What follows belongs to an exercise in optimizing a design on an open flow for small area; a production flow would make more cautious choices. The RTL was checked by simulation tests, not by an equivalence proof against the original design. Power figures rest on the tool's default switching activity, not on a simulated workload.

north:
==> flow/design.v <==
module toplevel (reset, clock, mclk, sclk, lrck, sdin, sdout, test_sdout);
input  reset;
input  clock;
input  sdout;
output mclk;
output sclk;
output lrck;
output sdin;
output test_sdout;
reg [8:0] p;
reg       f;
always @(posedge clock) begin
  if (reset == 1'b0) begin
    p <= 9'd0;
    f <= 1'b1;
  end else begin
    p <= p + {8'd0, ~f};
    f <= 1'b0;
  end
end
assign mclk = p[0];
assign sclk = p[2];
assign lrck = p[8];
assign test_sdout = 1'b0;
reg fresh;
always @(posedge clock) begin
  if (reset == 1'b0)
    fresh <= 1'b1;
  else if (p[4])
    fresh <= 1'b0;
end
reg [10:0] r0;
wire ins0 = (p == 9'd323);
always @(posedge clock) r0 <= {r0[9:0], fresh ? 1'b0 : (ins0 ? sdout : r0[10])};
reg [10:0] r1;
wire ins1 = (p == 9'd315);
always @(posedge clock) r1 <= {r1[9:0], fresh ? 1'b0 : (ins1 ? sdout : r1[10])};
reg [10:0] r2;
wire ins2 = (p == 9'd307);
always @(posedge clock) r2 <= {r2[9:0], fresh ? 1'b0 : (ins2 ? sdout : r2[10])};
reg [10:0] r3;
wire ins3 = (p == 9'd299);
always @(posedge clock) r3 <= {r3[9:0], fresh ? 1'b0 : (ins3 ? sdout : r3[10])};
reg [10:0] r4;
wire ins4 = (p == 9'd291);
always @(posedge clock) r4 <= {r4[9:0], fresh ? 1'b0 : (ins4 ? sdout : r4[10])};
reg [10:0] r5;
wire ins5 = (p == 9'd283);
always @(posedge clock) r5 <= {r5[9:0], fresh ? 1'b0 : (ins5 ? sdout : r5[10])};
reg [10:0] r6;
wire ins6 = (p == 9'd275);
always @(posedge clock) r6 <= {r6[9:0], fresh ? 1'b0 : (ins6 ? sdout : r6[10])};
wire [6:0] x = {r6[5], r5[8], r4[0], r3[3], r2[6], r1[9], r0[1]};
reg en, sub, dblm;
always @(*) begin
  en = 1'b0;
  sub = 1'b0;
  dblm = 1'b0;
  case (p)
    9'd128: begin en = 1'b1; end
    9'd129: begin en = 1'b1; end
    9'd134: begin en = 1'b1; end
    9'd135: begin en = 1'b1; end
    9'd143: begin dblm = 1'b1; end
    9'd145: begin en = 1'b1; end
    9'd151: begin en = 1'b1; end
    9'd159: begin dblm = 1'b1; end
    9'd160: begin en = 1'b1; sub = 1'b1; end
    9'd161: begin en = 1'b1; sub = 1'b1; end
    9'd168: begin en = 1'b1; sub = 1'b1; end
    9'd169: begin en = 1'b1; sub = 1'b1; end
    9'd175: begin dblm = 1'b1; end
    9'd177: begin en = 1'b1; sub = 1'b1; end
    9'd180: begin en = 1'b1; sub = 1'b1; end
    9'd182: begin en = 1'b1; sub = 1'b1; end
    9'd185: begin en = 1'b1; sub = 1'b1; end
    9'd191: begin dblm = 1'b1; end
    9'd195: begin en = 1'b1; end
    9'd200: begin en = 1'b1; end
    9'd207: begin dblm = 1'b1; end
    9'd211: begin en = 1'b1; end
    9'd217: begin en = 1'b1; end
    default: ;
  endcase
end
wire txw  = p[8] & (p[7] ? (p[6:3] == 4'd0) : (p[6:3] != 4'd0));
wire dbl  = fresh | dblm | (txw & (p[2:0] == 3'b111));
reg  [15:0] acc;
wire [6:0]  y  = {7{en}} & (x ^ {7{sub}});
wire        sx = en & (x[6] ^ sub);
wire [15:0] bop = {{9{sx}}, y};
wire [16:0] cy;
assign cy[0] = en & sub;
genvar i;
generate
  for (i = 0; i < 16; i = i + 1) begin : add
    assign cy[i+1] = (acc[i] & bop[i]) | (acc[i] & cy[i]) | (bop[i] & cy[i]);
    if (i == 0) begin : lsb
      always @(posedge clock) acc[i] <= dbl ? 1'b0 : acc[i] ^ bop[i] ^ cy[i];
    end else begin : up
      always @(posedge clock) acc[i] <= dbl ? acc[i-1] : acc[i] ^ bop[i] ^ cy[i];
    end
  end
endgenerate
assign sdin = txw & acc[15];
endmodule
export LEC_CHECK = 0
export CAP_MARGIN = 20
export CORE_MARGIN = 2
export CORE_UTILIZATION = 40
export SLEW_MARGIN = 20
create_clock -name core_clock -period 10.0 [get_ports {clock}]
standard.sh (not shown) runs the stock make flow with config.mk's settings and CLKGATE_MAP_FILE= SYNTH_SCRIPT=/design/flow/synth_recipe.tcl, a recipe that flattens the netlist after the stock synthesis.
==> flow/flow/run.sh <==
#!/bin/bash
# Standard synthesis, then every combinational cell swapped for the smallest
# cell of its family (the synthesis maps for speed and upsizes freely; the
# resizer upsizes again wherever slew or load needs it), then the standard
# layout steps.
set -euo pipefail
R=orfs/results/${FLOW_PLATFORM}/toplevel/base
LIB=${FLOW_HOME}/platforms/${FLOW_PLATFORM}/lib/sky130_fd_sc_hd__tt_025C_1v80.lib
bash standard.sh synth > synth.log 2>&1
sleep 1
python3 flow/downsize.py "$LIB" "$R/1_2_yosys.v" > downsize.log 2>&1
touch "$R/1_2_yosys.v"
bash standard.sh "CTS_ARGS=-sink_clustering_enable -repair_clock_nets -dont_use_dummy_load -buf_list {sky130_fd_sc_hd__clkbuf_4 sky130_fd_sc_hd__clkbuf_8} -sink_clustering_size 10" finish > layout.log 2>&1
==> flow/flow/downsize.py <==
#!/usr/bin/env python3
"""Swap each combinational cell in a Yosys netlist for the smallest cell of the same
function family (same base name and pins), e.g. mux2_4 -> mux2_1.  Flip-flops are
left alone.  Usage: downsize.py LIB NETLIST"""
import re, sys
lib = open(sys.argv[1]).read()
cells = {}
for m in re.finditer(r'\n\s*cell\s*\(\s*"?(\w+)"?\s*\)\s*\{', lib):
    name = m.group(1)
    body = lib[m.end():m.end() + 200000]
    nxt = re.search(r'\n\s*cell\s*\(', body)
    if nxt:
        body = body[:nxt.start()]
    a = re.search(r'area\s*:\s*([\d.]+)', body)
    pins = tuple(sorted(re.findall(r'\bpin\s*\(\s*"?(\w+)"?\s*\)', body)))
    seq = bool(re.search(r'\b(ff|latch|statetable)\s*\(', body))
    dont = bool(re.search(r'dont_use\s*:\s*true', body))
    cells[name] = (float(a.group(1)) if a else 1e9, pins, seq, dont)
DONT = set("""probe_p_8 probec_p_8""".split())
best = {}
for n, (a, pins, seq, dont) in cells.items():
    m = re.match(r'(sky130_fd_sc_hd__\w+?)_(\d+)$', n)
    if not m or seq or dont or 'lpflow' in n:
        continue
    key = (m.group(1), pins)
    if key not in best or a < cells[best[key]][0]:
        best[key] = n
net = open(sys.argv[2]).read()
count = 0
def sub(m):
    global count
    n = m.group(1)
    if n not in cells:
        return m.group(0)
    a, pins, seq, dont = cells[n]
    b = re.match(r'(sky130_fd_sc_hd__\w+?)_(\d+)$', n)
    if seq or not b:
        return m.group(0)
    t = best.get((b.group(1), pins), n)
    if t != n and cells[t][0] < a:
        count += 1
        return m.group(0).replace(n, t)
    return m.group(0)
net = re.sub(r'^\s*(sky130_fd_sc_hd__\w+)\s', sub, net, flags=re.M)
open(sys.argv[2], 'w').write(net)
print("downsized", count, "cells")
Here is what was changed in the inputs of south compared with north.
==> flow/run.sh (new file) <==
#!/bin/bash
# synth_recipe.tcl (not shown) runs the flow's synth.tcl, then flattens the netlist and writes it again
# the make line also repeats each setting of config.mk as NAME=value (left out here)
make -C /OpenROAD-flow-scripts/flow DESIGN_CONFIG=/design/flow/config.mk WORK_HOME=/design/flow/orfs CLKGATE_MAP_FILE= SYNTH_SCRIPT=/design/flow/synth_recipe.tcl finish
removed: flow/flow/run.sh
removed: flow/flow/downsize.py
removed: flow/standard.sh
==> comparison <==
In the tables for north and south, area overhead of the layout relative to synthesis reads higher with south.
In the flow results for north and south, the global-route usage is larger on south.
Core utilization: south lower than north
~same number of cells on the critical path in north and south
In the flow results for north and south, the clock network fraction of total power is larger on south.
south vs north on post-CTS clock slew at the launch and capture registers of the worst setup and hold paths: south is the higher one.
Looking only at wire length, and setting everything else aside, the lower value of north and south goes to north.
What east does differently from south at the input level:
==> flow/flow/run.sh (new file) <==
#!/bin/bash
# Standard synthesis, then every combinational cell swapped for the smallest
# cell of its family (the synthesis maps for speed and upsizes freely; the
# resizer upsizes again wherever slew or load needs it), then the standard
# layout steps.
set -euo pipefail
R=orfs/results/${FLOW_PLATFORM}/toplevel/base
LIB=${FLOW_HOME}/platforms/${FLOW_PLATFORM}/lib/sky130_fd_sc_hd__tt_025C_1v80.lib
bash standard.sh synth > synth.log 2>&1
sleep 1
python3 flow/downsize.py "$LIB" "$R/1_2_yosys.v" > downsize.log 2>&1
touch "$R/1_2_yosys.v"
bash standard.sh "CTS_ARGS=-sink_clustering_enable -repair_clock_nets -dont_use_dummy_load -buf_list sky130_fd_sc_hd__clkbuf_16 -sink_clustering_size 35" finish > layout.log 2>&1
==> flow/flow/downsize.py (new file) <==
#!/usr/bin/env python3
"""Swap each combinational cell in a Yosys netlist for the smallest cell of the same
function family (same base name and pins), e.g. mux2_4 -> mux2_1.  Flip-flops are
left alone.  Usage: downsize.py LIB NETLIST"""
import re, sys
lib = open(sys.argv[1]).read()
cells = {}
for m in re.finditer(r'\n\s*cell\s*\(\s*"?(\w+)"?\s*\)\s*\{', lib):
    name = m.group(1)
    body = lib[m.end():m.end() + 200000]
    nxt = re.search(r'\n\s*cell\s*\(', body)
    if nxt:
        body = body[:nxt.start()]
    a = re.search(r'area\s*:\s*([\d.]+)', body)
    pins = tuple(sorted(re.findall(r'\bpin\s*\(\s*"?(\w+)"?\s*\)', body)))
    seq = bool(re.search(r'\b(ff|latch|statetable)\s*\(', body))
    dont = bool(re.search(r'dont_use\s*:\s*true', body))
    cells[name] = (float(a.group(1)) if a else 1e9, pins, seq, dont)
DONT = set("""probe_p_8 probec_p_8""".split())
best = {}
for n, (a, pins, seq, dont) in cells.items():
    m = re.match(r'(sky130_fd_sc_hd__\w+?)_(\d+)$', n)
    if not m or seq or dont or 'lpflow' in n:
        continue
    key = (m.group(1), pins)
    if key not in best or a < cells[best[key]][0]:
        best[key] = n
net = open(sys.argv[2]).read()
count = 0
def sub(m):
    global count
    n = m.group(1)
    if n not in cells:
        return m.group(0)
    a, pins, seq, dont = cells[n]
    b = re.match(r'(sky130_fd_sc_hd__\w+?)_(\d+)$', n)
    if seq or not b:
        return m.group(0)
    t = best.get((b.group(1), pins), n)
    if t != n and cells[t][0] < a:
        count += 1
        return m.group(0).replace(n, t)
    return m.group(0)
net = re.sub(r'^\s*(sky130_fd_sc_hd__\w+)\s', sub, net, flags=re.M)
open(sys.argv[2], 'w').write(net)
print("downsized", count, "cells")
==> flow/standard.sh (new file) <==
#!/bin/bash
# synth_recipe.tcl (not shown) runs the flow's synth.tcl, then flattens the netlist and writes it again
# the make line also repeats each setting of config.mk as NAME=value (left out here)
make -C /OpenROAD-flow-scripts/flow DESIGN_CONFIG=/design/flow/config.mk WORK_HOME=/design/flow/orfs CLKGATE_MAP_FILE= SYNTH_SCRIPT=/design/flow/synth_recipe.tcl "${@:-finish}"
removed: flow/run.sh
[summary]
On sequential power, south tracks east almost exactly.
east vs. south: final hold slack went down by 0.022 ns.
south → east: synthesis-to-finish area growth increased by 1.5 points relative to the old numbers, wire length lost about 2.4%, power consumption picked up an extra 29 uW, height of the die dropped about 0.6%, clock sink total has remained practically unchanged.

[port drivers added, routing unchanged]
Ports are ideal in the flow. The routed layouts listed here were re-timed in OpenROAD. Step 1: set_driving_cell puts a clkbuf_16 on clock and a buf_2 on each other input, an assumption about the parent block. Step 2 moves the port delays by t, midway between the first and last clock arrival at a register: inputs arrive t later, outputs are due t later. That takes back most of the time a late clock gives input paths. Slacks: no drivers / after step 1 / after step 2; pairs: no drivers / after step 1.
run	shift t [ns]	setup WS [ns]	worst register clock-pin slew, ns
north	0.373	1.464 / 1.464 / 1.464	0.10 / 0.10
south	0.395	1.370 / 1.370 / 1.370	0.11 / 0.11
east	0.359	1.476 / 1.476 / 1.476	0.07 / 0.07
After both steps every run listed still meets setup and hold.
